What follows belongs to an exercise in optimizing a design on an open flow for small area and a short achievable clock period; a production flow would make more cautious choices. The RTL was checked by simulation tests, not by an equivalence proof against the original design. Power figures rest on the tool's default switching activity, not on a simulated workload.

$ cat design/flow/design.v
module RGB_to_Gray(input CLK, input [7:0] R, input [7:0] G, input [7:0] B, input In_Valid, output reg [7:0] Gray, output reg Out_Valid);
    reg [7:0] r, g, b; reg v0;
    always @(posedge CLK) begin r <= R; g <= G; b <= B; v0 <= In_Valid; end
    wire w8 = ({p7_0_1, p6_0_1, p5_0_1, p4_0_1, p3_0_1, p2_0_1, p1_0_1, p0_0_1} >= 8'd2);
    wire w9 = ({p7_0_1, p6_0_1, p5_0_1, p4_0_1, p3_0_1, p2_0_1, p1_0_1, p0_0_1} >= 8'd4);
    wire w10 = ({p7_0_1, p6_0_1, p5_0_1, p4_0_1, p3_0_1, p2_0_1, p1_0_1, p0_0_1} >= 8'd7);
    wire w11 = ({p7_0_1, p6_0_1, p5_0_1, p4_0_1, p3_0_1, p2_0_1, p1_0_1, p0_0_1} >= 8'd14);
    wire w12 = ({p7_0_1, p6_0_1, p5_0_1, p4_0_1, p3_0_1, p2_0_1, p1_0_1, p0_0_1} >= 8'd27);
    wire w13 = ({p7_0_1, p6_0_1, p5_0_1, p4_0_1, p3_0_1, p2_0_1, p1_0_1, p0_0_1} >= 8'd54);
    wire w14 = ({p7_0_1, p6_0_1, p5_0_1, p4_0_1, p3_0_1, p2_0_1, p1_0_1, p0_0_1} >= 8'd108);
    wire w15 = ({p7_0_1, p6_0_1, p5_0_1, p4_0_1, p3_0_1, p2_0_1, p1_0_1, p0_0_1} >= 8'd215);
    wire w24 = ({p23_0_1, p22_0_1, p21_0_1, p20_0_1, p19_0_1, p18_0_1, p17_0_1, p16_0_1} >= 8'd2);
    wire w25 = ({p23_0_1, p22_0_1, p21_0_1, p20_0_1, p19_0_1, p18_0_1, p17_0_1, p16_0_1} >= 8'd4);
    wire w26 = ({p23_0_1, p22_0_1, p21_0_1, p20_0_1, p19_0_1, p18_0_1, p17_0_1, p16_0_1} >= 8'd7);
    wire w27 = ({p23_0_1, p22_0_1, p21_0_1, p20_0_1, p19_0_1, p18_0_1, p17_0_1, p16_0_1} >= 8'd14);
    wire w28 = ({p23_0_1, p22_0_1, p21_0_1, p20_0_1, p19_0_1, p18_0_1, p17_0_1, p16_0_1} >= 8'd28);
    wire w29 = ({p23_0_1, p22_0_1, p21_0_1, p20_0_1, p19_0_1, p18_0_1, p17_0_1, p16_0_1} >= 8'd55);
    wire w30 = ({p23_0_1, p22_0_1, p21_0_1, p20_0_1, p19_0_1, p18_0_1, p17_0_1, p16_0_1} >= 8'd110);
    wire w31 = ({p23_0_1, p22_0_1, p21_0_1, p20_0_1, p19_0_1, p18_0_1, p17_0_1, p16_0_1} >= 8'd219);
    wire w41 = ({p39_0_1, p38_0_1, p37_0_1, p36_0_1, p35_0_1, p34_0_1, p33_0_1, p32_0_1} >= 8'd3);
    wire w42 = ({b[7], b[6], b[5], b[4], b[3], b[2], b[1], b[0]} >= 8'd5);
    wire w43 = ({p39_0_1, p38_0_1, p37_0_1, p36_0_1, p35_0_1, p34_0_1, p33_0_1, p32_0_1} >= 8'd9);
    wire w44 = ({b[7], b[6], b[5], b[4], b[3], b[2], b[1], b[0]} >= 8'd18);
    wire w45 = ({p39_0_1, p38_0_1, p37_0_1, p36_0_1, p35_0_1, p34_0_1, p33_0_1, p32_0_1} >= 8'd36);
    wire w46 = ({p39_0_1, p38_0_1, p37_0_1, p36_0_1, p35_0_1, p34_0_1, p33_0_1, p32_0_1} >= 8'd71);
    wire w47 = ({p39_0_1, p38_0_1, p37_0_1, p36_0_1, p35_0_1, p34_0_1, p33_0_1, p32_0_1} >= 8'd141);
    wire w48_0, w48_1; ha u48 (p2_0_1, p1_0_1, w48_0, w48_1);
    wire w49_0, w49_1; fa u49 (p3_0_1, p2_0_1, p1_0_1, w49_0, w49_1);
    wire w50_0, w50_1; fa u50 (p4_0_1, p3_0_1, p2_0_1, w50_0, w50_1);
    wire w51_0, w51_1; fa u51 (p5_0_1, p4_0_1, p3_0_1, w51_0, w51_1);
    wire w52_0, w52_1; fa u52 (p6_0_1, p5_0_1, p4_0_1, w52_0, w52_1);
    wire w53_0, w53_1; fa u53 (p7_0_1, p6_0_1, p5_0_1, w53_0, w53_1);
    wire w54_0, w54_1; ha u54 (p1_0_1, p0_0_1, w54_0, w54_1);
    wire w55_0, w55_1; fa u55 (p0_0_1, w48_0, w11, w55_0, w55_1);
    wire w56_0, w56_1; fa u56 (w48_1, w12, w49_0, w56_0, w56_1);
    wire w57_0, w57_1; fa u57 (w49_1, w13, w50_0, w57_0, w57_1);
    wire w58_0, w58_1; fa u58 (w50_1, w14, w51_0, w58_0, w58_1);
    wire w59_0, w59_1; fa u59 (w51_1, w15, w52_0, w59_0, w59_1);
    wire w60_0, w60_1; fa u60 (p0_0_1, w52_1, w53_0, w60_0, w60_1);
    wire w61_0, w61_1; ha u61 (p0_0_1, w9, w61_0, w61_1);
    wire w62_0, w62_1; ha u62 (w54_0, w10, w62_0, w62_1);
    wire w63_0, w63_1; ha u63 (w54_1, w55_0, w63_0, w63_1);
    wire w64_0, w64_1; ha u64 (w55_1, w56_0, w64_0, w64_1);
    wire w65_0, w65_1; ha u65 (w56_1, w57_0, w65_0, w65_1);
    wire w66_0, w66_1; ha u66 (w57_1, w58_0, w66_0, w66_1);
    wire w67_0, w67_1; ha u67 (w58_1, w59_0, w67_0, w67_1);
    wire w68_0, w68_1; ha u68 (w59_1, w60_0, w68_0, w68_1);
    wire w69; ao u69 (w62_1, w62_0, w61_1, w69);
    wire w70; ao u70 (w63_1, w63_0, w69, w70);
    wire w71; ao u71 (w64_1, w64_0, w70, w71);
    wire w72; ao u72 (w65_1, w65_0, w71, w72);
    wire w73; ao u73 (w66_1, w66_0, w72, w73);
    wire w74; ao u74 (w67_1, w67_0, w73, w74);
    wire w75; ao u75 (w68_1, w68_0, w74, w75);
    wire w76; xr u76 (w62_0, w61_1, w76);
    wire w77; xr u77 (w63_0, w69, w77);
    wire w78; xr u78 (w64_0, w70, w78);
    wire w79; xr u79 (w65_0, w71, w79);
    wire w80; xr u80 (w66_0, w72, w80);
    wire w81; xr u81 (w67_0, w73, w81);
    wire w82; xr u82 (w68_0, w74, w82);
    wire w83_0, w83_1; ha u83 (p20_0_1, p16_0_1, w83_0, w83_1);
    wire w84_0, w84_1; fa u84 (p21_0_1, p17_0_1, w31, w84_0, w84_1);
    wire w85_0, w85_1; fa u85 (p22_0_1, p18_0_1, p16_0_1, w85_0, w85_1);
    wire w86_0, w86_1; ha u86 (p16_0_1, w26, w86_0, w86_1);
    wire w87_0, w87_1; ha u87 (p17_0_1, w27, w87_0, w87_1);
    wire w88_0, w88_1; ha u88 (p18_0_1, w28, w88_0, w88_1);
    wire w89_0, w89_1; ha u89 (p19_0_1, w29, w89_0, w89_1);
    wire w90_0, w90_1; ha u90 (w83_0, w30, w90_0, w90_1);
    wire w91_0, w91_1; ha u91 (w83_1, w84_0, w91_0, w91_1);
    wire w92_0, w92_1; ha u92 (w84_1, w85_0, w92_0, w92_1);
    wire w93; ao u93 (w87_1, w87_0, w86_1, w93);
    wire w94; ao u94 (w88_1, w88_0, w93, w94);
    wire w95; ao u95 (w89_1, w89_0, w94, w95);
    wire w96; ao u96 (w90_1, w90_0, w95, w96);
    wire w97; ao u97 (w91_1, w91_0, w96, w97);
    wire w98; ao u98 (w92_1, w92_0, w97, w98);
    wire w99; xr u99 (w87_0, w86_1, w99);
    wire w100; xr u100 (w88_0, w93, w100);
    wire w101; xr u101 (w89_0, w94, w101);
    wire w102; xr u102 (w90_0, w95, w102);
    wire w103; xr u103 (w91_0, w96, w103);
    wire w104; xr u104 (w92_0, w97, w104);
    wire w105 = ~w8;
    wire w106; an2 u106 (w61_0, w105, w106);
    wire w107 = ~w24;
    wire w108; an2 u108 (w25, w107, w108);
    wire w109 = ~w9;
    wire w110; an2 u110 (w76, w109, w110);
    wire w111 = ~w25;
    wire w112; an2 u112 (w86_0, w111, w112);
    wire w113 = ~w10;
    wire w114; an2 u114 (w77, w113, w114);
    wire w115 = ~w26;
    wire w116; an2 u116 (w99, w115, w116);
    wire w117 = ~w11;
    wire w118; an2 u118 (w78, w117, w118);
    wire w119 = ~w27;
    wire w120; an2 u120 (w100, w119, w120);
    wire w121 = ~w12;
    wire w122; an2 u122 (w79, w121, w122);
    wire w123 = ~w28;
    wire w124; an2 u124 (w101, w123, w124);
    wire w125 = ~w13;
    wire w126; an2 u126 (w80, w125, w126);
    wire w127 = ~w29;
    wire w128; an2 u128 (w102, w127, w128);
    wire w129 = ~w14;
    wire w130; an2 u130 (w81, w129, w130);
    wire w131 = ~w30;
    wire w132; an2 u132 (w103, w131, w132);
    wire w133 = ~w15;
    wire w134; an2 u134 (w82, w133, w134);
    wire w135 = ~w31;
    wire w136; an2 u136 (w104, w135, w136);
    wire w137_0, w137_1; ha u137 (p7_0_1, p6_0_1, w137_0, w137_1);
    wire w138_0, w138_1; fa u138 (p7_0_1, p2_0_1, p0_0_1, w138_0, w138_1);
    wire w139_0, w139_1; fa u139 (p23_0_1, p19_0_1, p17_0_1, w139_0, w139_1);
    wire w140_0, w140_1; fa u140 (p3_0_1, p1_0_1, p0_0_1, w140_0, w140_1);
    wire w141_0, w141_1; fa u141 (p4_0_1, p2_0_1, p1_0_1, w141_0, w141_1);
    wire w142_0, w142_1; fa u142 (p5_0_1, p3_0_1, p2_0_1, w142_0, w142_1);
    wire w143_0, w143_1; ha u143 (p0_0_1, p22_0_1, w143_0, w143_1);
    wire w144_0, w144_1; fa u144 (p6_0_1, p4_0_1, p3_0_1, w144_0, w144_1);
    wire w145_0, w145_1; fa u145 (p1_0_1, p23_0_1, p21_0_1, w145_0, w145_1);
    wire w146_0, w146_1; fa u146 (p7_0_1, p5_0_1, p4_0_1, w146_0, w146_1);
    wire w147_0, w147_1; ha u147 (p2_0_1, p22_0_1, w147_0, w147_1);
    wire w148_0, w148_1; fa u148 (p6_0_1, p5_0_1, p3_0_1, w148_0, w148_1);
    wire w149_0, w149_1; ha u149 (p23_0_1, p22_0_1, w149_0, w149_1);
    wire w150_0, w150_1; fa u150 (p7_0_1, p6_0_1, p4_0_1, w150_0, w150_1);
    wire w151_0, w151_1; ha u151 (p0_0_1, p23_0_1, w151_0, w151_1);
    wire w152_0, w152_1; ha u152 (p7_0_1, p5_0_1, w152_0, w152_1);
    wire w153_0, w153_1; ha u153 (p5_0_1, p2_0_1, w153_0, w153_1);
    wire w154_0, w154_1; fa u154 (p6_0_1, p3_0_1, p2_0_1, w154_0, w154_1);
    wire w155_0, w155_1; fa u155 (p7_0_1, p4_0_1, p3_0_1, w155_0, w155_1);
    wire w156_0, w156_1; fa u156 (p5_0_1, p4_0_1, p1_0_1, w156_0, w156_1);
    wire w157_0, w157_1; fa u157 (p6_0_1, p5_0_1, p2_0_1, w157_0, w157_1);
    wire w158_0, w158_1; ha u158 (p7_0_1, p6_0_1, w158_0, w158_1);
    wire w159_0, w159_1; fa u159 (p1_0_1, w137_0, w53_1, w159_0, w159_1);
    wire w160_0, w160_1; fa u160 (p16_0_1, w137_1, w85_1, w160_0, w160_1);
    wire w161_0, w161_1; ha u161 (w138_0, w139_0, w161_0, w161_1);
    wire w162_0, w162_1; fa u162 (p20_0_1, p18_0_1, p17_0_1, w162_0, w162_1);
    wire w163_0, w163_1; fa u163 (w138_1, w139_1, w140_0, w163_0, w163_1);
    wire w164_0, w164_1; fa u164 (p21_0_1, p19_0_1, p18_0_1, w164_0, w164_1);
    wire w165_0, w165_1; fa u165 (p16_0_1, w140_1, w141_0, w165_0, w165_1);
    wire w166_0, w166_1; fa u166 (p20_0_1, p19_0_1, p17_0_1, w166_0, w166_1);
    wire w167_0, w167_1; fa u167 (w143_0, w141_1, w142_0, w167_0, w167_1);
    wire w168_0, w168_1; fa u168 (p20_0_1, p18_0_1, w143_1, w168_0, w168_1);
    wire w169_0, w169_1; fa u169 (w142_1, w144_0, w145_0, w169_0, w169_1);
    wire w170_0, w170_1; fa u170 (p21_0_1, p19_0_1, w147_0, w170_0, w170_1);
    wire w171_0, w171_1; fa u171 (w144_1, w145_1, w146_0, w171_0, w171_1);
    wire w172_0, w172_1; fa u172 (p20_0_1, p16_0_1, w147_1, w172_0, w172_1);
    wire w173_0, w173_1; fa u173 (w149_0, w146_1, w148_0, w173_0, w173_1);
    wire w174_0, w174_1; fa u174 (p21_0_1, p17_0_1, w149_1, w174_0, w174_1);
    wire w175_0, w175_1; fa u175 (w151_0, w148_1, w150_0, w175_0, w175_1);
    wire w176_0, w176_1; fa u176 (p1_0_1, p22_0_1, p18_0_1, w176_0, w176_1);
    wire w177_0, w177_1; fa u177 (w151_1, w152_0, w150_1, w177_0, w177_1);
    wire w178_0, w178_1; fa u178 (p6_0_1, p2_0_1, p23_0_1, w178_0, w178_1);
    wire w179_0, w179_1; fa u179 (p19_0_1, p16_0_1, w152_1, w179_0, w179_1);
    wire w180_0, w180_1; fa u180 (p7_0_1, p3_0_1, p0_0_1, w180_0, w180_1);
    wire w181_0, w181_1; fa u181 (p20_0_1, p17_0_1, p16_0_1, w181_0, w181_1);
    wire w182_0, w182_1; fa u182 (p4_0_1, p1_0_1, p0_0_1, w182_0, w182_1);
    wire w183_0, w183_1; fa u183 (p21_0_1, p18_0_1, p17_0_1, w183_0, w183_1);
    wire w184_0, w184_1; fa u184 (p1_0_1, p22_0_1, p19_0_1, w184_0, w184_1);
    wire w185_0, w185_1; fa u185 (p18_0_1, p16_0_1, w153_0, w185_0, w185_1);
    wire w186_0, w186_1; fa u186 (p23_0_1, p20_0_1, p19_0_1, w186_0, w186_1);
    wire w187_0, w187_1; fa u187 (p17_0_1, w153_1, w154_0, w187_0, w187_1);
    wire w188_0, w188_1; fa u188 (p0_0_1, p21_0_1, p20_0_1, w188_0, w188_1);
    wire w189_0, w189_1; fa u189 (p18_0_1, w154_1, w155_0, w189_0, w189_1);
    wire w190_0, w190_1; fa u190 (p22_0_1, p21_0_1, p19_0_1, w190_0, w190_1);
    wire w191_0, w191_1; fa u191 (p16_0_1, w155_1, w156_0, w191_0, w191_1);
    wire w192_0, w192_1; fa u192 (p23_0_1, p22_0_1, p20_0_1, w192_0, w192_1);
    wire w193_0, w193_1; fa u193 (p17_0_1, w156_1, w157_0, w193_0, w193_1);
    wire w194_0, w194_1; fa u194 (p3_0_1, p23_0_1, p21_0_1, w194_0, w194_1);
    wire w195_0, w195_1; fa u195 (p18_0_1, w158_0, w157_1, w195_0, w195_1);
    wire w196_0, w196_1; fa u196 (p7_0_1, p4_0_1, p22_0_1, w196_0, w196_1);
    wire w197_0, w197_1; ha u197 (p19_0_1, w158_1, w197_0, w197_1);
    wire w198_0, w198_1; ha u198 (p5_0_1, p23_0_1, w198_0, w198_1);
    wire w199_0, w199_1; ha u199 (w159_0, w60_1, w199_0, w199_1);
    wire w200_0, w200_1; fa u200 (w159_1, w161_0, w160_0, w200_0, w200_1);
    wire w201_0, w201_1; fa u201 (w162_0, w161_1, w160_1, w201_0, w201_1);
    wire w202_0, w202_1; fa u202 (w162_1, w164_0, w163_1, w202_0, w202_1);
    wire w203_0, w203_1; fa u203 (w164_1, w166_0, w165_1, w203_0, w203_1);
    wire w204_0, w204_1; fa u204 (w166_1, w168_0, w167_1, w204_0, w204_1);
    wire w205_0, w205_1; fa u205 (w168_1, w170_0, w169_1, w205_0, w205_1);
    wire w206_0, w206_1; fa u206 (w170_1, w172_0, w171_1, w206_0, w206_1);
    wire w207_0, w207_1; fa u207 (w172_1, w174_0, w173_1, w207_0, w207_1);
    wire w208_0, w208_1; fa u208 (w176_0, w174_1, w175_1, w208_0, w208_1);
    wire w209_0, w209_1; fa u209 (w176_1, w178_0, w179_0, w209_0, w209_1);
    wire w210_0, w210_1; fa u210 (w178_1, w180_0, w181_0, w210_0, w210_1);
    wire w211_0, w211_1; fa u211 (w180_1, w181_1, w182_0, w211_0, w211_1);
    wire w212_0, w212_1; fa u212 (w182_1, w183_1, w184_0, w212_0, w212_1);
    wire w213_0, w213_1; fa u213 (w184_1, w186_0, w185_1, w213_0, w213_1);
    wire w214_0, w214_1; fa u214 (w186_1, w188_0, w187_1, w214_0, w214_1);
    wire w215_0, w215_1; fa u215 (w188_1, w190_0, w189_1, w215_0, w215_1);
    wire w216_0, w216_1; fa u216 (w190_1, w192_0, w191_1, w216_0, w216_1);
    wire w217_0, w217_1; fa u217 (w192_1, w194_0, w193_1, w217_0, w217_1);
    wire w218_0, w218_1; fa u218 (w194_1, w196_0, w197_0, w218_0, w218_1);
    wire w219_0, w219_1; fa u219 (p20_0_1, w198_0, w196_1, w219_0, w219_1);
    wire w220_0, w220_1; ha u220 (p6_0_1, p21_0_1, w220_0, w220_1);
    wire w221_0, w221_1; ha u221 (w199_0, w136, w221_0, w221_1);
    wire w222_0, w222_1; fa u222 (w199_1, w200_0, w98, w222_0, w222_1);
    wire w223_0, w223_1; fa u223 (w163_0, w200_1, w201_0, w223_0, w223_1);
    wire w224_0, w224_1; fa u224 (w165_0, w201_1, w202_0, w224_0, w224_1);
    wire w225_0, w225_1; fa u225 (w167_0, w202_1, w203_0, w225_0, w225_1);
    wire w226_0, w226_1; fa u226 (w169_0, w203_1, w204_0, w226_0, w226_1);
    wire w227_0, w227_1; fa u227 (w171_0, w204_1, w205_0, w227_0, w227_1);
    wire w228_0, w228_1; fa u228 (w173_0, w205_1, w206_0, w228_0, w228_1);
    wire w229_0, w229_1; fa u229 (w175_0, w206_1, w207_0, w229_0, w229_1);
    wire w230_0, w230_1; fa u230 (w177_0, w207_1, w208_0, w230_0, w230_1);
    wire w231_0, w231_1; fa u231 (w177_1, w209_0, w208_1, w231_0, w231_1);
    wire w232_0, w232_1; fa u232 (w179_1, w210_0, w209_1, w232_0, w232_1);
    wire w233_0, w233_1; fa u233 (w183_0, w210_1, w211_0, w233_0, w233_1);
    wire w234_0, w234_1; fa u234 (w185_0, w211_1, w212_0, w234_0, w234_1);
    wire w235_0, w235_1; fa u235 (w212_1, w187_0, w213_0, w235_0, w235_1);
    wire w236_0, w236_1; fa u236 (w189_0, w213_1, w214_0, w236_0, w236_1);
    wire w237_0, w237_1; fa u237 (w191_0, w214_1, w215_0, w237_0, w237_1);
    wire w238_0, w238_1; fa u238 (w193_0, w215_1, w216_0, w238_0, w238_1);
    wire w239_0, w239_1; fa u239 (w195_0, w216_1, w217_0, w239_0, w239_1);
    wire w240_0, w240_1; fa u240 (w195_1, w218_0, w217_1, w240_0, w240_1);
    wire w241_0, w241_1; fa u241 (w197_1, w219_0, w218_1, w241_0, w241_1);
    wire w242_0, w242_1; fa u242 (w198_1, w220_0, w219_1, w242_0, w242_1);
    wire w243_0, w243_1; fa u243 (p7_0_1, p22_0_1, w220_1, w243_0, w243_1);
    wire w244_0, w244_1; ha u244 (w231_1, w232_0, w244_0, w244_1);
    wire w245_0, w245_1; ha u245 (w232_1, w233_0, w245_0, w245_1);
    wire w246_0, w246_1; ha u246 (w233_1, w234_0, w246_0, w246_1);
    wire w247_0, w247_1; ha u247 (w234_1, w235_0, w247_0, w247_1);
    wire w248_0, w248_1; ha u248 (w235_1, w236_0, w248_0, w248_1);
    wire w249_0, w249_1; ha u249 (w236_1, w237_0, w249_0, w249_1);
    wire w250_0, w250_1; ha u250 (w237_1, w238_0, w250_0, w250_1);
    wire w251_0, w251_1; ha u251 (w238_1, w239_0, w251_0, w251_1);
    wire w252_0, w252_1; ha u252 (w239_1, w240_0, w252_0, w252_1);
    wire w253_0, w253_1; ha u253 (w240_1, w241_0, w253_0, w253_1);
    wire w254_0, w254_1; ha u254 (w241_1, w242_0, w254_0, w254_1);
    wire w255_0, w255_1; ha u255 (w242_1, w243_0, w255_0, w255_1);
    wire w256_0, w256_1; ha u256 (w243_1, p23_0_1, w256_0, w256_1);
    wire w257; ao u257 (w245_1, w245_0, w244_1, w257);
    wire w259; ao u259 (w247_1, w247_0, w246_1, w259);
    wire w260; an2 u260 (w247_0, w246_0, w260);
    wire w261; ao u261 (w249_1, w249_0, w248_1, w261);
    wire w262; an2 u262 (w249_0, w248_0, w262);
    wire w263; ao u263 (w251_1, w251_0, w250_1, w263);
    wire w264; an2 u264 (w251_0, w250_0, w264);
    wire w265; ao u265 (w253_1, w253_0, w252_1, w265);
    wire w266; an2 u266 (w253_0, w252_0, w266);
    wire w267; ao u267 (w255_1, w255_0, w254_1, w267);
    wire w268; an2 u268 (w255_0, w254_0, w268);
    wire w271; ao u271 (w259, w260, w257, w271);
    wire w273; ao u273 (w250_1, w250_0, w261, w273);
    wire w274; an2 u274 (w250_0, w262, w274);
    wire w275; ao u275 (w263, w264, w261, w275);
    wire w276; an2 u276 (w264, w262, w276);
    wire w277; ao u277 (w254_1, w254_0, w265, w277);
    wire w278; an2 u278 (w254_0, w266, w278);
    wire w279; ao u279 (w267, w268, w265, w279);
    wire w280; an2 u280 (w268, w266, w280);
    wire w281; ao u281 (w248_1, w248_0, w271, w281);
    wire w283; ao u283 (w261, w262, w271, w283);
    wire w285; ao u285 (w273, w274, w271, w285);
    wire w287; ao u287 (w275, w276, w271, w287);
    wire w289; ao u289 (w256_1, w256_0, w279, w289);
    wire w290; an2 u290 (w256_0, w280, w290);
    wire w291; ao u291 (w252_1, w252_0, w287, w291);
    wire w293; ao u293 (w265, w266, w287, w293);
    wire w295; ao u295 (w277, w278, w287, w295);
    wire w297; ao u297 (w279, w280, w287, w297);
    wire w299; ao u299 (w289, w290, w287, w299);
    wire w301 = |{w236_1, w237_1, w238_1, w239_1, w240_1, w241_1, w242_1, w243_1, w237_0, w238_0, w239_0, w240_0, w241_0, w242_0, w243_0, p23_0_1, w281};
    wire w302 = |{w237_1, w238_1, w239_1, w240_1, w241_1, w242_1, w243_1, w238_0, w239_0, w240_0, w241_0, w242_0, w243_0, p23_0_1, w283};
    wire w303 = |{w238_1, w239_1, w240_1, w241_1, w242_1, w243_1, w239_0, w240_0, w241_0, w242_0, w243_0, p23_0_1, w285};
    wire w304 = |{w239_1, w240_1, w241_1, w242_1, w243_1, w240_0, w241_0, w242_0, w243_0, p23_0_1, w287};
    wire w305 = |{w240_1, w241_1, w242_1, w243_1, w241_0, w242_0, w243_0, p23_0_1, w291};
    wire w306 = |{w241_1, w242_1, w243_1, w242_0, w243_0, p23_0_1, w293};
    wire w307 = |{w242_1, w243_1, w243_0, p23_0_1, w295};
    wire w308 = |{w243_1, p23_0_1, w297};
    wire w309 = |{w299};
    wire w310 = ~p32_0_1;
    wire w311 = ~p33_0_1;
    wire w312 = ~p34_0_1;
    wire w313 = ~p35_0_1;
    wire w314 = ~p36_0_1;
    wire w315 = ~p37_0_1;
    wire w316 = ~p38_0_1;
    wire w317 = ~p39_0_1;
    wire w318_0, w318_1; fa u318 (p38_0_1, p36_0_1, p34_0_1, w318_0, w318_1);
    wire w319_0, w319_1; ha u319 (p39_0_1, p37_0_1, w319_0, w319_1);
    wire w320_0, w320_1; ha u320 (p38_0_1, p36_0_1, w320_0, w320_1);
    wire w321_0, w321_1; ha u321 (p39_0_1, p37_0_1, w321_0, w321_1);
    wire w322_0, w322_1; ha u322 (p36_0_1, p34_0_1, w322_0, w322_1);
    wire w323_0, w323_1; fa u323 (p37_0_1, p35_0_1, p33_0_1, w323_0, w323_1);
    wire w324_0, w324_1; fa u324 (w310, w47, w318_0, w324_0, w324_1);
    wire w325_0, w325_1; fa u325 (p35_0_1, w311, w319_0, w325_0, w325_1);
    wire w326_0, w326_1; fa u326 (p32_0_1, w312, w319_1, w326_0, w326_1);
    wire w327_0, w327_1; fa u327 (p33_0_1, w313, w320_1, w327_0, w327_1);
    wire w328_0, w328_1; fa u328 (p38_0_1, p34_0_1, w314, w328_0, w328_1);
    wire w329_0, w329_1; ha u329 (p34_0_1, p32_0_1, w329_0, w329_1);
    wire w330_0, w330_1; fa u330 (p35_0_1, p33_0_1, p44_0_1, w330_0, w330_1);
    wire w331_0, w331_1; fa u331 (p32_0_1, w322_0, w45, w331_0, w331_1);
    wire w332_0, w332_1; fa u332 (w322_1, w46, w323_0, w332_0, w332_1);
    wire w333; xn u333 (w323_1, w324_0, w333);
    wire w334; or2 u334 (w323_1, w324_0, w334);
    wire w335_0, w335_1; fa u335 (w318_1, w325_0, w324_1, w335_0, w335_1);
    wire w336_0, w336_1; fa u336 (w320_0, w325_1, w326_0, w336_0, w336_1);
    wire w337_0, w337_1; fa u337 (w321_0, w326_1, w327_0, w337_0, w337_1);
    wire w338_0, w338_1; fa u338 (w321_1, w328_0, w327_1, w338_0, w338_1);
    wire w339_0, w339_1; ha u339 (p32_0_1, w41, w339_0, w339_1);
    wire w340_0, w340_1; ha u340 (p33_0_1, p42_0_1, w340_0, w340_1);
    wire w341_0, w341_1; ha u341 (w329_0, w43, w341_0, w341_1);
    wire w342_0, w342_1; ha u342 (w329_1, w330_0, w342_0, w342_1);
    wire w343_0, w343_1; ha u343 (w330_1, w331_0, w343_0, w343_1);
    wire w344_0, w344_1; ha u344 (w331_1, w332_0, w344_0, w344_1);
    wire w345_0, w345_1; ha u345 (w332_1, w333, w345_0, w345_1);
    wire w346_0, w346_1; ha u346 (w334, w335_0, w346_0, w346_1);
    wire w347_0, w347_1; ha u347 (w335_1, w336_0, w347_0, w347_1);
    wire w348_0, w348_1; ha u348 (w336_1, w337_0, w348_0, w348_1);
    wire w349_0, w349_1; ha u349 (w337_1, w338_0, w349_0, w349_1);
    wire w350; ao u350 (w340_1, w340_0, w339_1, w350);
    wire w351; ao u351 (w341_1, w341_0, w350, w351);
    wire w352; ao u352 (w342_1, w342_0, w351, w352);
    wire w353; ao u353 (w343_1, w343_0, w352, w353);
    wire w354; ao u354 (w344_1, w344_0, w353, w354);
    wire w355; ao u355 (w345_1, w345_0, w354, w355);
    wire w356; ao u356 (w346_1, w346_0, w355, w356);
    wire w357; ao u357 (w347_1, w347_0, w356, w357);
    wire w358; ao u358 (w348_1, w348_0, w357, w358);
    wire w359; ao u359 (w349_1, w349_0, w358, w359);
    wire w361; xr u361 (w341_0, w350, w361);
    wire w362; xr u362 (w342_0, w351, w362);
    wire w363; xr u363 (w343_0, w352, w363);
    wire w364; xr u364 (w344_0, w353, w364);
    wire w365; xr u365 (w345_0, w354, w365);
    wire w366; xr u366 (w346_0, w355, w366);
    wire w367; xr u367 (w347_0, w356, w367);
    wire w368; xr u368 (w348_0, w357, w368);
    wire w369; xr u369 (w349_0, w358, w369);
    wire w370 = ~p42_0_1;
    wire w371; an2 u371 (w361, w370, w371);
    wire w372; an2 u372 (w371, w301, w372);
    wire w373 = ~w372;
    wire w374 = ~w43;
    wire w375; an2 u375 (w362, w374, w375);
    wire w376; an2 u376 (w375, w302, w376);
    wire w377 = ~w376;
    wire w378 = ~p44_0_1;
    wire w379; an2 u379 (w363, w378, w379);
    wire w380; an2 u380 (w379, w303, w380);
    wire w381 = ~w380;
    wire w382 = ~w45;
    wire w383; an2 u383 (w364, w382, w383);
    wire w384; an2 u384 (w383, w304, w384);
    wire w385 = ~p384_0_1;
    wire w386 = ~w46;
    wire w387; an2 u387 (w365, w386, w387);
    wire w388; an2 u388 (w387, w305, w388);
    wire w389 = ~p388_0_1;
    wire w390 = ~w47;
    wire w391; an2 u391 (w366, w390, w391);
    wire w392; an2 u392 (w391, w306, w392);
    wire w393 = ~p392_0_1;
    wire w394; an2 u394 (w367, w307, w394);
    wire w395 = ~w394;
    wire w396; an2 u396 (w368, w308, w396);
    wire w397 = ~w396;
    wire w398; an2 u398 (w369, w309, w398);
    wire w399 = ~w398;
    wire w400_0, w400_1; fa u400 (p39_0_1, p35_0_1, w315, w400_0, w400_1);
    wire w401_0, w401_1; ha u401 (w310, w328_1, w401_0, w401_1);
    wire w402_0, w402_1; ha u402 (p36_0_1, w316, w402_0, w402_1);
    wire w403_0, w403_1; ha u403 (p39_0_1, p37_0_1, w403_0, w403_1);
    wire w404_0, w404_1; ha u404 (p38_0_1, p33_0_1, w404_0, w404_1);
    wire w405_0, w405_1; ha u405 (p39_0_1, p34_0_1, w405_0, w405_1);
    wire w406_0, w406_1; fa u406 (w400_0, w401_0, w338_1, w406_0, w406_1);
    wire w407_0, w407_1; fa u407 (w311, w402_0, w400_1, w407_0, w407_1);
    wire w408_0, w408_1; ha u408 (w401_1, w223_0, w408_0, w408_1);
    wire w409_0, w409_1; fa u409 (p37_0_1, w317, w312, w409_0, w409_1);
    wire w410_0, w410_1; fa u410 (w402_1, w223_1, w224_0, w410_0, w410_1);
    wire w411_0, w411_1; fa u411 (p38_0_1, w313, w224_1, w411_0, w411_1);
    wire w412 = ~w225_0;
    wire w413_0, w413_1; fa u413 (p39_0_1, w314, w310, w413_0, w413_1);
    wire w414_0, w414_1; ha u414 (w225_1, w226_0, w414_0, w414_1);
    wire w415_0, w415_1; fa u415 (w315, w311, w226_1, w415_0, w415_1);
    wire w416_0, w416_1; fa u416 (p32_0_1, w316, w312, w416_0, w416_1);
    wire w417_0, w417_1; fa u417 (p33_0_1, w317, w313, w417_0, w417_1);
    wire w418_0, w418_1; fa u418 (p34_0_1, p32_0_1, w314, w418_0, w418_1);
    wire w419_0, w419_1; ha u419 (w229_1, w230_0, w419_0, w419_1);
    wire w420_0, w420_1; fa u420 (p35_0_1, p33_0_1, w315, w420_0, w420_1);
    wire w421; xn u421 (w230_1, w231_0, w421);
    wire w422; or2 u422 (w230_1, w231_0, w422);
    wire w423_0, w423_1; fa u423 (p36_0_1, p34_0_1, w316, w423_0, w423_1);
    wire w424_0, w424_1; fa u424 (w310, w232_0, w231_1, w424_0, w424_1);
    wire w425_0, w425_1; fa u425 (p37_0_1, p35_0_1, w317, w425_0, w425_1);
    wire w426_0, w426_1; fa u426 (w311, w233_0, w232_1, w426_0, w426_1);
    wire w427_0, w427_1; fa u427 (p38_0_1, p36_0_1, w312, w427_0, w427_1);
    wire w428; xn u428 (w233_1, w234_0, w428);
    wire w429; or2 u429 (w233_1, w234_0, w429);
    wire w430_0, w430_1; fa u430 (p32_0_1, w313, w403_0, w430_0, w430_1);
    wire w431; xn u431 (w234_1, w235_0, w431);
    wire w432; or2 u432 (w234_1, w235_0, w432);
    wire w433_0, w433_1; fa u433 (w314, w403_1, w404_0, w433_0, w433_1);
    wire w434; xn u434 (w235_1, w236_0, w434);
    wire w435; or2 u435 (w235_1, w236_0, w435);
    wire w436_0, w436_1; fa u436 (w315, w404_1, w405_0, w436_0, w436_1);
    wire w437; xn u437 (w236_1, w237_0, w437);
    wire w438; or2 u438 (w236_1, w237_0, w438);
    wire w439_0, w439_1; fa u439 (p35_0_1, w316, w405_1, w439_0, w439_1);
    wire w440; xn u440 (w237_1, w238_0, w440);
    wire w441; or2 u441 (w237_1, w238_0, w441);
    wire w442_0, w442_1; fa u442 (p36_0_1, w317, w238_1, w442_0, w442_1);
    wire w443 = ~w239_0;
    wire w444_0, w444_1; ha u444 (p37_0_1, w239_1, w444_0, w444_1);
    wire w445_0, w445_1; ha u445 (p38_0_1, w241_0, w445_0, w445_1);
    wire w446_0, w446_1; ha u446 (p39_0_1, w242_0, w446_0, w446_1);
    wire w447_0, w447_1; ha u447 (w106, w371, w447_0, w447_1);
    wire w448_0, w448_1; fa u448 (w108, w110, w375, w448_0, w448_1);
    wire w449_0, w449_1; fa u449 (w112, w114, w379, w449_0, w449_1);
    wire w450_0, w450_1; fa u450 (w116, w118, w383, w450_0, w450_1);
    wire w451_0, w451_1; fa u451 (w120, w122, w387, w451_0, w451_1);
    wire w452_0, w452_1; fa u452 (w124, w126, w391, w452_0, w452_1);
    wire w453_0, w453_1; fa u453 (w128, w130, w367, w453_0, w453_1);
    wire w454_0, w454_1; fa u454 (w132, w134, w368, w454_0, w454_1);
    wire w455_0, w455_1; fa u455 (w221_0, w75, w369, w455_0, w455_1);
    wire w456_0, w456_1; fa u456 (w406_0, w221_1, w222_0, w456_0, w456_1);
    wire w457_0, w457_1; fa u457 (w407_0, w406_1, w408_0, w457_0, w457_1);
    wire w458_0, w458_1; fa u458 (w409_0, w407_1, w408_1, w458_0, w458_1);
    wire w459_0, w459_1; fa u459 (w409_1, w412, w410_1, w459_0, w459_1);
    wire w460_0, w460_1; fa u460 (w413_0, w225_0, w411_1, w460_0, w460_1);
    wire w461_0, w461_1; fa u461 (w413_1, w227_0, w414_1, w461_0, w461_1);
    wire w462_0, w462_1; fa u462 (w416_0, w227_1, w228_0, w462_0, w462_1);
    wire w463_0, w463_1; fa u463 (w416_1, w417_0, w228_1, w463_0, w463_1);
    wire w464_0, w464_1; fa u464 (w417_1, w418_0, w419_0, w464_0, w464_1);
    wire w465_0, w465_1; fa u465 (w418_1, w420_0, w421, w465_0, w465_1);
    wire w466_0, w466_1; fa u466 (w420_1, w423_0, w422, w466_0, w466_1);
    wire w467_0, w467_1; fa u467 (w423_1, w425_0, w426_0, w467_0, w467_1);
    wire w468_0, w468_1; fa u468 (w425_1, w427_0, w428, w468_0, w468_1);
    wire w469_0, w469_1; fa u469 (w427_1, w430_0, w429, w469_0, w469_1);
    wire w470_0, w470_1; fa u470 (w430_1, w433_0, w432, w470_0, w470_1);
    wire w471_0, w471_1; fa u471 (w433_1, w436_0, w435, w471_0, w471_1);
    wire w472_0, w472_1; fa u472 (w436_1, w439_0, w438, w472_0, w472_1);
    wire w473_0, w473_1; fa u473 (w439_1, w443, w441, w473_0, w473_1);
    wire w474_0, w474_1; fa u474 (w240_0, w239_0, w444_0, w474_0, w474_1);
    wire w475_0, w475_1; fa u475 (w240_1, w445_0, w444_1, w475_0, w475_1);
    wire w476_0, w476_1; fa u476 (w241_1, w446_0, w445_1, w476_0, w476_1);
    wire w477_0, w477_1; fa u477 (w243_0, w242_1, w446_1, w477_0, w477_1);
    wire w478_0, w478_1; ha u478 (p23_0_1, w243_1, w478_0, w478_1);
    wire w479_0, w479_1; ha u479 (w447_0, w373, w479_0, w479_1);
    wire w480_0, w480_1; fa u480 (w447_1, w448_0, w377, w480_0, w480_1);
    wire w481_0, w481_1; fa u481 (w448_1, w449_0, w381, w481_0, w481_1);
    wire w482_0, w482_1; fa u482 (p449_1_1, p450_0_1, w385, w482_0, w482_1);
    wire w483_0, w483_1; fa u483 (p450_1_1, p451_0_1, w389, w483_0, w483_1);
    wire w484_0, w484_1; fa u484 (p451_1_1, p452_0_1, w393, w484_0, w484_1);
    wire w485_0, w485_1; fa u485 (p452_1_1, p453_0_1, p395_0_1, w485_0, w485_1);
    wire w486_0, w486_1; fa u486 (p453_1_1, p454_0_1, p397_0_1, w486_0, w486_1);
    wire w487_0, w487_1; fa u487 (p454_1_1, p455_0_1, p399_0_1, w487_0, w487_1);
    wire w488_0, w488_1; fa u488 (w359, w456_0, w455_1, w488_0, w488_1);
    wire w489_0, w489_1; fa u489 (w222_1, w457_0, w456_1, w489_0, w489_1);
    wire w490_0, w490_1; fa u490 (w410_0, w457_1, w458_0, w490_0, w490_1);
    wire w491_0, w491_1; fa u491 (w411_0, w458_1, w459_0, w491_0, w491_1);
    wire w492_0, w492_1; fa u492 (w414_0, w459_1, w460_0, w492_0, w492_1);
    wire w493_0, w493_1; fa u493 (w415_0, w460_1, w461_0, w493_0, w493_1);
    wire w494_0, w494_1; fa u494 (w415_1, w462_0, w461_1, w494_0, w494_1);
    wire w495_0, w495_1; fa u495 (w229_0, w462_1, w463_0, w495_0, w495_1);
    wire w496; xn u496 (w463_1, w464_0, w496);
    wire w497; or2 u497 (w463_1, w464_0, w497);
    wire w498_0, w498_1; fa u498 (w419_1, w465_0, w464_1, w498_0, w498_1);
    wire w499_0, w499_1; fa u499 (w424_0, w465_1, w466_0, w499_0, w499_1);
    wire w500_0, w500_1; fa u500 (w424_1, w466_1, w467_0, w500_0, w500_1);
    wire w501_0, w501_1; fa u501 (w426_1, w468_0, w467_1, w501_0, w501_1);
    wire w502_0, w502_1; fa u502 (w431, w468_1, w469_0, w502_0, w502_1);
    wire w503_0, w503_1; fa u503 (w469_1, w434, w470_0, w503_0, w503_1);
    wire w504_0, w504_1; fa u504 (w437, w470_1, w471_0, w504_0, w504_1);
    wire w505_0, w505_1; fa u505 (w440, w471_1, w472_0, w505_0, w505_1);
    wire w506_0, w506_1; fa u506 (w442_0, w472_1, w473_0, w506_0, w506_1);
    wire w507_0, w507_1; fa u507 (w442_1, w473_1, w474_0, w507_0, w507_1);
    wire w508; xn u508 (w474_1, w475_0, w508);
    wire w509; or2 u509 (w474_1, w475_0, w509);
    wire w510; xn u510 (w476_0, w475_1, w510);
    wire w511; or2 u511 (w476_0, w475_1, w511);
    wire w512; xn u512 (w477_0, w476_1, w512);
    wire w513; or2 u513 (w477_0, w476_1, w513);
    wire w514; xn u514 (w478_0, w477_1, w514);
    wire w515; or2 u515 (w478_0, w477_1, w515);
    wire w516 = ~w478_1;
    wire w518_0, w518_1; ha u518 (p479_1_1, p480_0_1, w518_0, w518_1);
    wire w519_0, w519_1; ha u519 (p480_1_1, p481_0_1, w519_0, w519_1);
    wire w520_0, w520_1; ha u520 (p481_1_1, w482_0, w520_0, w520_1);
    wire w521_0, w521_1; ha u521 (w482_1, w483_0, w521_0, w521_1);
    wire w522_0, w522_1; ha u522 (w483_1, w484_0, w522_0, w522_1);
    wire w523_0, w523_1; ha u523 (w484_1, w485_0, w523_0, w523_1);
    wire w524_0, w524_1; ha u524 (w485_1, w486_0, w524_0, w524_1);
    wire w525_0, w525_1; ha u525 (w486_1, w487_0, w525_0, w525_1);
    wire w526_0, w526_1; ha u526 (w487_1, p488_0_1, w526_0, w526_1);
    wire w527_0, w527_1; ha u527 (w488_1, w489_0, w527_0, w527_1);
    wire w528_0, w528_1; ha u528 (w489_1, w490_0, w528_0, w528_1);
    wire w529_0, w529_1; ha u529 (w490_1, w491_0, w529_0, w529_1);
    wire w530_0, w530_1; ha u530 (w491_1, w492_0, w530_0, w530_1);
    wire w531_0, w531_1; ha u531 (w492_1, w493_0, w531_0, w531_1);
    wire w532_0, w532_1; ha u532 (w493_1, w494_0, w532_0, w532_1);
    wire w533_0, w533_1; ha u533 (w494_1, w495_0, w533_0, w533_1);
    wire w534_0, w534_1; ha u534 (w495_1, w496, w534_0, w534_1);
    wire w535_0, w535_1; ha u535 (w497, w498_0, w535_0, w535_1);
    wire w536_0, w536_1; ha u536 (w498_1, w499_0, w536_0, w536_1);
    wire w537_0, w537_1; ha u537 (w499_1, w500_0, w537_0, w537_1);
    wire w538_0, w538_1; ha u538 (w500_1, w501_0, w538_0, w538_1);
    wire w539_0, w539_1; ha u539 (w501_1, w502_0, w539_0, w539_1);
    wire w540_0, w540_1; ha u540 (w502_1, w503_0, w540_0, w540_1);
    wire w541_0, w541_1; ha u541 (w503_1, w504_0, w541_0, w541_1);
    wire w542_0, w542_1; ha u542 (w504_1, w505_0, w542_0, w542_1);
    wire w543_0, w543_1; ha u543 (w505_1, w506_0, w543_0, w543_1);
    wire w544_0, w544_1; ha u544 (w506_1, w507_0, w544_0, w544_1);
    wire w545_0, w545_1; ha u545 (w507_1, w508, w545_0, w545_1);
    wire w546_0, w546_1; ha u546 (w509, w510, w546_0, w546_1);
    wire w547_0, w547_1; ha u547 (w511, w512, w547_0, w547_1);
    wire w548_0, w548_1; ha u548 (w513, w514, w548_0, w548_1);
    wire w549_0, w549_1; ha u549 (w515, w516, w549_0, w549_1);
    wire w550; ao u550 (w541_1, w541_0, w540_1, w550);
    wire w551; an2 u551 (w541_0, w540_0, w551);
    wire w552; ao u552 (w539_1, w539_0, w538_1, w552);
    wire w553; an2 u553 (w539_0, w538_0, w553);
    wire w554; ao u554 (w550, w551, w552, w554);
    wire w555; an2 u555 (w551, w553, w555);
    wire w556; ao u556 (w537_1, w537_0, w536_1, w556);
    wire w557; an2 u557 (w537_0, w536_0, w557);
    wire w558; ao u558 (w556, w557, w535_1, w558);
    wire w559; an2 u559 (w557, w535_0, w559);
    wire w560; ao u560 (w554, w555, w558, w560);
    wire w561; an2 u561 (w555, w559, w561);
    wire w562; ao u562 (w534_1, w534_0, w533_1, w562);
    wire w563; an2 u563 (w534_0, w533_0, w563);
    wire w564; ao u564 (w562, w563, w532_1, w564);
    wire w565; an2 u565 (w563, w532_0, w565);
    wire w566; ao u566 (w531_1, w531_0, w530_1, w566);
    wire w567; an2 u567 (w531_0, w530_0, w567);
    wire w568; ao u568 (w566, w567, w529_1, w568);
    wire w569; an2 u569 (w567, w529_0, w569);
    wire w570; ao u570 (w564, w565, w568, w570);
    wire w571; an2 u571 (w565, w569, w571);
    wire w572; ao u572 (p560_0_1, p561_0_1, p570_0_1, w572);
    wire w573; an2 u573 (p561_0_1, p571_0_1, w573);
    wire w574; ao u574 (w528_1, w528_0, w527_1, w574);
    wire w575; an2 u575 (w528_0, w527_0, w575);
    wire w576; ao u576 (p574_0_1, p575_0_1, w526_1, w576);
    wire w577; an2 u577 (p575_0_1, w526_0, w577);
    wire w578; ao u578 (w525_1, w525_0, w524_1, w578);
    wire w579; an2 u579 (w525_0, w524_0, w579);
    wire w580; ao u580 (w578, w579, w523_1, w580);
    wire w581; an2 u581 (w579, w523_0, w581);
    wire w582; ao u582 (w576, w577, w580, w582);
    wire w583; an2 u583 (w577, w581, w583);
    wire w584; ao u584 (w522_1, w522_0, w521_1, w584);
    wire w585; an2 u585 (w522_0, w521_0, w585);
    wire w586; ao u586 (w584, w585, w520_1, w586);
    wire w587; an2 u587 (w585, w520_0, w587);
    wire w588; ao u588 (w519_1, w519_0, w518_1, w588);
    wire w589; an2 u589 (w519_0, w518_0, w589);
    wire w590; ao u590 (w588, w589, p479_0_1, w590);
    wire w592; ao u592 (w586, w587, w590, w592);
    wire w594; ao u594 (w582, w583, w592, w594);
    wire w596; ao u596 (w572, w573, w594, w596);
    wire w598; ao u598 (p542_1_1, p542_0_1, w596, w598);
    wire w599; ao u599 (p543_1_1, p543_0_1, w598, w599);
    wire w601; ao u601 (p545_1_1, p545_0_1, p544_1_1, w601);
    wire w602; an2 u602 (p545_0_1, p544_0_1, w602);
    wire w603; ao u603 (p547_1_1, p547_0_1, p546_1_1, w603);
    wire w604; an2 u604 (p547_0_1, p546_0_1, w604);
    wire w607; ao u607 (p544_1_1, p544_0_1, w599, w607);
    wire w609; ao u609 (w601, w602, w599, w609);
    wire w611; ao u611 (p548_1_1, p548_0_1, w603, w611);
    wire w612; an2 u612 (p548_0_1, w604, w612);
    wire w615; ao u615 (p546_1_1, p546_0_1, w609, w615);
    wire w617; ao u617 (w603, w604, w609, w617);
    wire w619; ao u619 (w611, w612, w609, w619);
    wire w623; xr u623 (p542_0_1, w596, w623);
    wire w624; xr u624 (p543_0_1, w598, w624);
    wire w625; xr u625 (p544_0_1, w599, w625);
    wire w626; xr u626 (p545_0_1, w607, w626);
    wire w627; xr u627 (p546_0_1, w609, w627);
    wire w628; xr u628 (p547_0_1, w615, w628);
    wire w629; xr u629 (p548_0_1, w617, w629);
    wire w630; xr u630 (p549_0_1, w619, w630);
    reg p0_0_1;
    reg p1_0_1;
    reg p2_0_1;
    reg p3_0_1;
    reg p4_0_1;
    reg p5_0_1;
    reg p6_0_1;
    reg p7_0_1;
    reg p16_0_1;
    reg p17_0_1;
    reg p18_0_1;
    reg p19_0_1;
    reg p20_0_1;
    reg p21_0_1;
    reg p22_0_1;
    reg p23_0_1;
    reg p32_0_1;
    reg p33_0_1;
    reg p34_0_1;
    reg p35_0_1;
    reg p36_0_1;
    reg p37_0_1;
    reg p38_0_1;
    reg p39_0_1;
    reg p44_0_1;
    reg p42_0_1;
    reg p384_0_1;
    reg p388_0_1;
    reg p392_0_1;
    reg p449_1_1;
    reg p450_0_1;
    reg p450_1_1;
    reg p451_0_1;
    reg p451_1_1;
    reg p452_0_1;
    reg p452_1_1;
    reg p453_0_1;
    reg p395_0_1;
    reg p453_1_1;
    reg p454_0_1;
    reg p397_0_1;
    reg p454_1_1;
    reg p455_0_1;
    reg p399_0_1;
    reg p479_1_1;
    reg p480_0_1;
    reg p480_1_1;
    reg p481_0_1;
    reg p481_1_1;
    reg p488_0_1;
    reg p560_0_1;
    reg p561_0_1;
    reg p570_0_1;
    reg p571_0_1;
    reg p574_0_1;
    reg p575_0_1;
    reg p479_0_1;
    reg p542_1_1;
    reg p542_0_1;
    reg p543_1_1;
    reg p543_0_1;
    reg p545_1_1;
    reg p545_0_1;
    reg p544_1_1;
    reg p544_0_1;
    reg p547_1_1;
    reg p547_0_1;
    reg p546_1_1;
    reg p546_0_1;
    reg p548_1_1;
    reg p548_0_1;
    reg p549_0_1;
    always @(posedge CLK) begin
        p0_0_1 <= r[0];
        p1_0_1 <= r[1];
        p2_0_1 <= r[2];
        p3_0_1 <= r[3];
        p4_0_1 <= r[4];
        p5_0_1 <= r[5];
        p6_0_1 <= r[6];
        p7_0_1 <= r[7];
        p16_0_1 <= g[0];
        p17_0_1 <= g[1];
        p18_0_1 <= g[2];
        p19_0_1 <= g[3];
        p20_0_1 <= g[4];
        p21_0_1 <= g[5];
        p22_0_1 <= g[6];
        p23_0_1 <= g[7];
        p32_0_1 <= b[0];
        p33_0_1 <= b[1];
        p34_0_1 <= b[2];
        p35_0_1 <= b[3];
        p36_0_1 <= b[4];
        p37_0_1 <= b[5];
        p38_0_1 <= b[6];
        p39_0_1 <= b[7];
        p44_0_1 <= w44;
        p42_0_1 <= w42;
        p384_0_1 <= w384;
        p388_0_1 <= w388;
        p392_0_1 <= w392;
        p449_1_1 <= w449_1;
        p450_0_1 <= w450_0;
        p450_1_1 <= w450_1;
        p451_0_1 <= w451_0;
        p451_1_1 <= w451_1;
        p452_0_1 <= w452_0;
        p452_1_1 <= w452_1;
        p453_0_1 <= w453_0;
        p395_0_1 <= w395;
        p453_1_1 <= w453_1;
        p454_0_1 <= w454_0;
        p397_0_1 <= w397;
        p454_1_1 <= w454_1;
        p455_0_1 <= w455_0;
        p399_0_1 <= w399;
        p479_1_1 <= w479_1;
        p480_0_1 <= w480_0;
        p480_1_1 <= w480_1;
        p481_0_1 <= w481_0;
        p481_1_1 <= w481_1;
        p488_0_1 <= w488_0;
        p560_0_1 <= w560;
        p561_0_1 <= w561;
        p570_0_1 <= w570;
        p571_0_1 <= w571;
        p574_0_1 <= w574;
        p575_0_1 <= w575;
        p479_0_1 <= w479_0;
        p542_1_1 <= w542_1;
        p542_0_1 <= w542_0;
        p543_1_1 <= w543_1;
        p543_0_1 <= w543_0;
        p545_1_1 <= w545_1;
        p545_0_1 <= w545_0;
        p544_1_1 <= w544_1;
        p544_0_1 <= w544_0;
        p547_1_1 <= w547_1;
        p547_0_1 <= w547_0;
        p546_1_1 <= w546_1;
        p546_0_1 <= w546_0;
        p548_1_1 <= w548_1;
        p548_0_1 <= w548_0;
        p549_0_1 <= w549_0;
    end
    reg v1; always @(posedge CLK) v1 <= v0;
    reg v2; always @(posedge CLK) v2 <= v1;
    always @(posedge CLK) begin Gray <= {w630, w629, w628, w627, w626, w625, w624, w623}; Out_Valid <= v2; end
endmodule
module fa(input a, input b, input c, output s, output co);
    assign s = a ^ b ^ c;
    assign co = (a & b) | (a & c) | (b & c);
endmodule
module ha(input a, input b, output s, output co);
    assign s = a ^ b;
    assign co = a & b;
endmodule
module xr(input a, input b, output y);
    assign y = a ^ b;
endmodule
module xn(input a, input b, output y);
    assign y = ~(a ^ b);
endmodule
module ao(input g1, input p1, input g0, output y);
    assign y = g1 | (p1 & g0);
endmodule
module an2(input a, input b, output y);
    assign y = a & b;
endmodule
module or2(input a, input b, output y);
    assign y = a | b;
endmodule
$ cat design/flow/flow/run.sh
#!/bin/bash
# Standard ORFS layout, with timing repair asked to reach a larger setup slack
# at the design's own clock period and constraints.
set -euo pipefail
export SETUP_SLACK_MARGIN=${MARGIN:-11.6}
bash standard.sh synth > synth.log 2>&1
bash standard.sh > layout.log 2>&1
$ cat design/flow/standard.sh
#!/bin/bash
# synth_recipe.tcl (not shown) runs the flow's synth.tcl, then flattens the netlist and writes it again
# the make line also repeats each setting of config.mk as NAME=value (left out here)
make -C /OpenROAD-flow-scripts/flow DESIGN_CONFIG=/design/flow/config.mk WORK_HOME=/design/flow/orfs CLKGATE_MAP_FILE= SYNTH_SCRIPT=/design/flow/synth_recipe.tcl "${@:-finish}"
$ cat design/flow/config.mk
export PLATFORM = sky130hd
export DESIGN_NAME = RGB_to_Gray
export DESIGN_NICKNAME = RGB_to_Gray
export VERILOG_FILES = /design/flow/design.v
export SDC_FILE = /design/flow/constraint.sdc
export NUM_CORES = 8
export LEC_CHECK = 0
export CAP_MARGIN = 20
export CORE_MARGIN = 2
export CORE_UTILIZATION = 40
export SLEW_MARGIN = 20
export SYNTH_HIERARCHICAL = 1
export SYNTH_MINIMUM_KEEP_SIZE = 0
$ cat design/flow/constraint.sdc
create_clock -name core_clock -period 16.0 [get_ports {CLK}]
set_input_delay 3.2000 -clock core_clock [delete_from_list [all_inputs] [get_ports {CLK}]]
set_output_delay 3.2000 -clock core_clock [all_outputs]
set_load 0.01 [all_outputs]
==> run summary, run 1 <==
* Status: finished clean
* CP required at between 15,000 and 20,000 ps
* CP Data Arrival Time at roughly 4600 ps
* Setup crit end kind: flop
* Pre-CTS setup slack at between 10,000 and 15,000 ps
* Crit-path max cell delay at about 520 ps
* Die ar. at 25,000 sq um
* Setup_tns at 0 ps
* Port bufs at 34
* H-tree levels at 3
* PwrDens at 174 nW/um^2
* Drt drc at 0
* Crit-path cells: buf_12, fa_2, fa_2, fa_1, fa_2, fa_2, fa_2, fa_1, ha_1, and2_4, a21o_1, a21o_1
* Max_cap viols at 0
* Crit path buffers/inverters at 1
* CTS max path bufs at 2
* Most common cell after layout, fill and taps aside: fa_1
* Grt total ovfl at 0
* Final nets at 1,163
* Netlist cell types at 37
* Synthesis-to-layout area growth at 18.8%
* Initial antenna violation count at 2
* Largest net degree at the start of global routing at 21
* Leak at 5.06 nW
* Setup WS post-layout at 11,660 ps
* Max_slew headroom at 76.4%
* Ranking of synthesized cells by area: fa_1 42%, dfxtp_1 23%, ha_1 14%, a21o_1 6.2%, and2_1 4.5%
* Final Wtd Congestion at 0.874
* Filler cell count at 2,135
* Share of the synthesized area in the top cell type at 41.7%
* Die Width at 158 microns
* Delay-heaviest family, CP: adder cells
* Synthesized cell area at 9510 sq um
* Row count at 56
* Detailed Route Iter0 Violations at 263
* Vias post-DR at 5,628
* Initial core utilization at 40.6%
* Die height at 158 microns
* RSZ-0062 raised after global routing: true
* CTS sink cnt at 108
* Core box area at 23,400 sq um
* 1st-pass router iterations at 4
* Most frequent cells in the layout: 181 x fa_1, 104 x ha_1, 87 x dfxtp_1
* FF-to-FF Start: p7_0_1
* Reg2Reg Capture Point: p570_0_1
* Clk slew on worst S/H paths at 80 ps
* Worst Tran Pin Value at 354 ps
* Vias in the first global route at ~6,100
* Ys Warns at 7
* Synthesized Nets at 1,053
* Register area share after synthesis at 22.7%
* GRT Total Usage at about 17%
* # hold bufs at CTS at 0
* Cell mode on critical path: fa_2
* Design Area, Final at 11,300 sq um
* # IOs at 35
* Hold path startpoint: r[7]
* Avg Cell Area, Syn at 13.2 sq um
* FF+latch count, synth at 108
* Worst Setup EP: p570_0_1
* Detail-routed via count per cell at 4.87
* Final Power at a little under 2 mW
* Share of layout cells above drive strength 1 at 18.0%
* Clock root cell: clkbuf_16
* Area leader, netlist: fa_1
* CTS tree: done
* Final Hold Fails at 0
* Ant. Diodes at 0
* Antenna Nets Post-Route at 0
* Worst-Skew Late Latency at 360 ps
* CTS Buf Count at 9
* Post-synthesis instance total at 722
* Final non-filler cell total at around 1,200
* Routed wire length at 20,100 microns
* Number of slew-limit violations in the final report at 0
* R2R cell count at 12
* Crit. path cell count at 12
* VDD IR max at 0.106 mV
* Slowest cell on crit path: fa_1
* Critical path type: reg2reg
* Dpl cells at 1,078
* # setup viols final at 0
* Critical-path maximum fanout at 4
* Clk_skew at 10.1 ps
* Min-delay worst type: reg2reg
* Tmin final at about 4300 ps
* First-pass GRT wire length at 32,200 microns
* R2r setup slk at 11,660 ps
* Fmax at 231 MHz
* Period utilisation layout at a little over a quarter
* Element type at the critical path start: flop
* Avg WL per Cell at 17.4 microns
* Hpwl dp at between 15,000 and 20,000 microns
* CP startpoint: p7_0_1
* Area post-placement at 10,300 sq um
[how the worst min path moves through the flow]
| stage | end | cells past startpoint |
|---|---|---|
| after CTS | p18_0_1 | 0 |
| after global routing | p19_0_1 | 0 |
| after detailed placement | p18_0_1 | 0 |
| final | p7_0_1 | 0 |
| after global placement | p1_0_1 | 0 |
| after floorplan | p0_0_1 | 0 |
[Yosys stat by module (local to each module, per instance)]
module       flops+latches  cells  times used
RGB_to_Gray            108    221           1
an2                      0      1          64
ao                       0      1          78
fa                       0      1         198
ha                       0      1         107
or2                      0      1          12
xn                       0      1          12
xr                       0      1          30
[final cells by class]
cell class / instances / area, sq um / area share (%)
clock buffers: 9 / 225 / 1.99
repair buffers: 99 / 878 / 7.78
clock inverters: 7 / 66.3 / 0.587
multi-input cells: 582 / 7350 / 65.0
well taps: 319 / 399 / 3.53
inverters: 32 / 139 / 1.23
flip-flops and latches: 108 / 2240 / 19.8
[metrics by stage]
step | hold slack (ps) | util (%)
2_1_floorplan | 310 | -
3_5_place_dp | 312 | 44.0
3_3_place_gp | 312 | 44.0
6_report | 324 | 48.3
4_1_cts | 327 | 46.4
5_1_grt | 330 | 48.3
[power breakdown]
part | internal, mW | switching, mW | total [mW]
Combinational | 0.719 | 0.640 | 1.36
Clock | 0.109 | 0.113 | 0.222
Sequential | 0.343 | 0.0371 | 0.380
Total | 1.17 | 0.791 | 1.96
[sequential cells by signal, indices dropped and copies added, names as in the netlist, 8 cells and up]
name / cells
Gray: 8
b: 8
g: 8
r: 8
[synth_stat cells, drive strengths merged]
cell and count:
nor2 16, or3b 1, nand3 4, a31o 2, o211ai 2, nor4 7
a31oi 2, inv 32, nand2 11, o21ai 2, fa 198, nand3b 1
nand4bb 1, or2b 1, o211a 1, dfxtp 108, nor3 3, o21a 1
and3 2, and2 68, nand4 1, a21o 79, o31ai 2, ha 107
or4 1, o2111ai 2, xnor2 12, or3 3, or2 16, xor2 30
a21oi 6
[repair_timing]
item                       CTS  global route
pin swaps                    0            14
setup endpoints to repair   20            10
resized for setup           40            41
buffers inserted            26            36
[logic make-up (layout without fill, tap and decap cells)]
kind of cell | count (synthesis) | count (layout) | share of synthesized area [%]
and+or+nand+nor | 136 | 136 | 8.73
AOI/OAI and AO/OA | 99 | 99 | 7.66
buffers and inverters | 32 | 147 | 1.26
adders and majority gates | 305 | 305 | 55.7
xor gates and xnor gates | 42 | 42 | 3.87
DFF | 108 | 108 | 22.7
[layer usage]
layer	up-vias	routed length, microns	track usage [%]
met5	-	0	0
li1	2621	-	-
met1	2899	8780	23.2
met4	0	320	4.16
met3	18	895	3.18
met2	90	10100	29.4
==> run 2: changes to the inputs <==
==> design/flow/flow/run.sh (replaced) <==
#!/bin/bash
# Standard ORFS layout (standard synthesis unchanged); timing repair is asked to
# reach a setup slack of 11.8 ns at the design's own clock period and constraints.
set -euo pipefail
export SETUP_SLACK_MARGIN=11.8
bash standard.sh synth > synth.log 2>&1
bash standard.sh > layout.log 2>&1
==> run 2 against run 1 <==
Still clean on timing, DRC and antenna; combinational power barely moved; worst hold slack got worse by 0.66 ps; critical path depth rose by 1; global-route usage rose by 0.60 points; final cell count rose by 0.17%; critical path type unchanged; largest cell class unchanged.
==> run summary, run 2 <==
* Detail-routed via count per cell at 4.87 (about the same)
* Synthesized Nets at 1,053 (unchanged)
* Met2 WL post-DR at 10,400 microns (was 10,100 microns)
* Grt total ovfl at 0 (unchanged)
* Slowest cell on crit path: fa_1 (unchanged)
* Filler cell count at 2,111 (was 2,135)
* Element type at the critical path start: flop (unchanged)
* Row count at 56 (unchanged)
* CP Data Arrival Time at 4560 ps (was 4600 ps)
* Final nets at 1,165 (was 1,163)
* Die height at 158 microns (unchanged)
* Post-Route Utilization at 48.7% (was 48.3%)
* Avg WL per Cell at 17.7 microns (was 17.4 microns)
* Max_cap viols at 0 (unchanged)
* H-tree levels at 3 (unchanged)
* Critical-path maximum fanout at 5 (was 4)
* R2R cell count at 13 (was 12)
* Clk_skew at 11.8 ps (was 10.1 ps)
* Routed wire length at 20,500 microns (was 20,100 microns)
* Number of slew-limit violations in the final report at 0 (unchanged)
* Period utilisation layout at 27.0% (was 27.1%)
* Critical path type: reg2reg (unchanged)
* Leak at 5.08 nW (was 5.06 nW)
* # IOs at 35 (unchanged)
* Netlist cell types at 37 (unchanged)
* Reg area at 2250 sq um (was 2240 sq um)
* CTS max path bufs at 2 (unchanged)
* Met1 WL at 8800 microns (was 8780 microns)
* Design Area, Final at 11,400 sq um (was 11,300 sq um)
* Ys async rst share at 0% (unchanged)
* Crit-path cells: buf_6, fa_2, fa_2, fa_1, fa_1, ha_4, a21o_1, a21o_1, a21o_1, or4_4, and2_4, inv_1, fa_1 (was buf_12, fa_2, fa_2, fa_1, fa_2, fa_2, fa_2, fa_1, ha_1, and2_4, a21o_1, a21o_1)
* Status: finished clean (unchanged)
* Hpwl dp at 15,900 microns (was 15,600 microns)
* Share of layout cells above drive strength 1 at 20.4% (was 18.0%)
* # hold bufs at CTS at 0 (unchanged)
* Setup_tns at 0 ps (unchanged)
* Switch share at 40.1% (was 40.3%)
* Setup WS post-layout at 11,680 ps (was 11,660 ps)
* Most common cell after layout, fill and taps aside: fa_1 (unchanged)
* Ys Warns at 7 (unchanged)
* Min-delay worst type: reg2reg (unchanged)
* Synthesized cell area at 9510 sq um (unchanged)
* P_sw at 0.800 mW (was 0.791 mW)
* # setup viols final at 0 (unchanged)
* CP startpoint: p4_0_1 (was p7_0_1)
* Pre-CTS setup slack at 11,190 ps (was 11,180 ps)
* CTS sink cnt at 108 (unchanged)
* Vias in the first global route at 6,406 (was 6,055)
* Drt drc at 0 (unchanged)
* Largest net degree at the start of global routing at 20 (was 21)
* CTS Buf Count at 9 (unchanged)
* 1st-pass router iterations at 4 (unchanged)
* Final Power at 1.99 mW (was 1.96 mW)
* Number of flops mapped to enable cells by yosys at 0 (unchanged)
* Worst-Skew Late Latency at 370 ps (was 360 ps)
* Crit-path max cell delay at 590 ps (was 520 ps)
* Flop pwr share at 19.1% (was 19.3%)
* Crit path buffers/inverters at 2 (was 1)
* Synthesis-to-layout area growth at 19.9% (was 18.8%)
* GRT Total Usage at 18.0% (was 17.4%)
* Core box area at 23,400 sq um (unchanged)
* Clock root cell: clkbuf_16 (unchanged)
* FF+latch count, synth at 108 (unchanged)
* Share of the synthesized area in the top cell type at 41.7% (unchanged)
* RSZ-0062 raised after global routing: true (unchanged)
* Die ar. at 25,000 sq um (unchanged)
* Tmin final at 4320 ps (was 4340 ps)
* VDD IR max at 0.106 mV (about the same)
* WL met3 at 811 microns (was 895 microns)
* Ranking of synthesized cells by area: fa_1 42%, dfxtp_1 23%, ha_1 14%, a21o_1 6.2%, and2_1 4.5% (unchanged)
* Antenna Nets Post-Route at 0 (unchanged)
* Worst Tran Pin Value at 366 ps (was 354 ps)
* Avg Cell Area, Syn at 13.2 sq um (unchanged)
* Dpl cells at 1,075 (was 1,078)
* Ant. Diodes at 0 (unchanged)
* Logic gate share of total power at 69.1% (was 69.3%)
* Initial core utilization at 40.6% (unchanged)
* CTS tree: done (unchanged)
* Die Width at 158 microns (unchanged)
* Final Wtd Congestion at 0.820 (was 0.874)
* Register area share after synthesis at 22.7% (unchanged)
* Delay-heaviest family, CP: adder cells (unchanged)
* Final non-filler cell total at 1,158 (was 1,156)
* Hold depth at 0 (unchanged)
* Fmax at 231 MHz (about the same)
* Commonest cells in the synthesized netlist: 198 x fa_1, 108 x dfxtp_1, 107 x ha_1, 79 x a21o_1, 68 x and2_1 (unchanged)
* Hold_ws at 324 ps (about the same)
* Most frequent cells in the layout: 175 x fa_1, 104 x ha_1, 84 x dfxtp_1 (was 181 x fa_1, 104 x ha_1, 87 x dfxtp_1)
* Max_slew headroom at 75.5% (was 76.4%)
* Crit. path cell count at 13 (was 12)
* Most common cell in the netlist: fa_1 (unchanged)
* Setup crit end kind: flop (unchanged)
* Highest Signal Layer: met4 (unchanged)
* First-pass GRT wire length at 33,400 microns (was 32,200 microns)
* Vias post-DR at 5,639 (was 5,628)
* Clock network power share at 11.8% (was 11.3%)
* Area leader, netlist: fa_1 (unchanged)
* Ys flop type: dfxtp_1 (unchanged)
* Port bufs at 34 (unchanged)
* Int Pwr at 1.19 mW (was 1.17 mW)
* Multi-input gate area at 7410 sq um (was 7350 sq um)
* Area post-placement at 10,300 sq um (about the same)
* Hold path startpoint: r[1] (was r[7])
* Final Hold Fails at 0 (unchanged)
* CP required at 16,240 ps (was 16,260 ps)
* PwrDens at 175 nW/um^2 (was 174 nW/um^2)
* Detailed Route Iter0 Violations at 212 (was 263)
* FF-to-FF Start: p4_0_1 (was p7_0_1)
* Initial antenna violation count at 1 (was 2)
* Post-synthesis instance total at 722 (unchanged)
* Clk slew on worst S/H paths at 80 ps (about the same)
==> run 2: cell counts after synthesis <==
No cell type changed its count.
==> run 2: metal layers <==
layer	vias up	track usage [%]
met3	31	3.15
li1	2627	-
met2	87	30.2
met1	2894	23.9
met4	0	5.23
met5	-	0
==> run 2: logic make-up after synthesis <==
family	count (synthesis)	share of synthesized area [%]
adders and majority gates	305	55.7
and+or+nand+nor	136	8.73
xor gates and xnor gates	42	3.87
AOI/OAI and AO/OA	99	7.66
DFF	108	22.7
buffers and inverters	32	1.26
==> run 2: path summary, 6_finish.rpt <==
check | to | slack (ps)
min | p1_0_1 | 320
min reg2reg | p1_0_1 | 320
max reg2reg | p481_0_1 | 11680
max | p481_0_1 | 11680
==> run 2: Yosys stat by module, one instance, submodules excluded <==
module	flip-flops and latches	copies in the design
an2	0	64
or2	0	12
ha	0	107
fa	0	198
xn	0	12
ao	0	78
RGB_to_Gray	108	1
xr	0	30
==> run 2: worst register-to-register path, stage by stage, from the launching register on <==
cell	delay, ps
dfxtp_4	370
buf_6	120
fa_2	460
fa_2	370
fa_1	470
fa_1	590
ha_4	220
a21o_1	180
a21o_1	180
a21o_1	160
or4_4	450
and2_4	160
inv_1	70
fa_1	410
==> run 2: layout make-up <==
type / count / area share, %
sequential: 108 / 19.8
clock buffer: 9 / 1.98
timing repair buffer: 101 / 7.85
multi-input combinational: 582 / 65.0
clock inverter: 7 / 0.724
inverter: 32 / 1.22
tap: 319 / 3.50
==> run 2: power groups by stage <==
| stage | Sequential [mW] | Clock [mW] | Combinational, mW |
|---|---|---|---|
| CTS | 0.385 | 0.246 | 1.35 |
| floorplan | 0.390 | 0 | 0.966 |
| global placement | 0.398 | 0 | 1.27 |
| finish | 0.380 | 0.235 | 1.38 |
| global route | 0.388 | 0.254 | 1.60 |
| detailed placement | 0.397 | 0 | 1.29 |
==> run 2: what timing repair did <==
action                     in CTS  in global routing
pin swaps                      15                 13
resized for setup              62                 21
cloned                          0                  0
setup buffers                  42                 25
setup endpoints to repair      20                 11

Check on run 2: ideal ports give 11.678 ns setup slack; a clkbuf_16 on the clock port and buf_2 on the inputs give 11.678 ns; moving port delays by the midpoint clock arrival (0.404 ns) as well gives 11.678 ns.
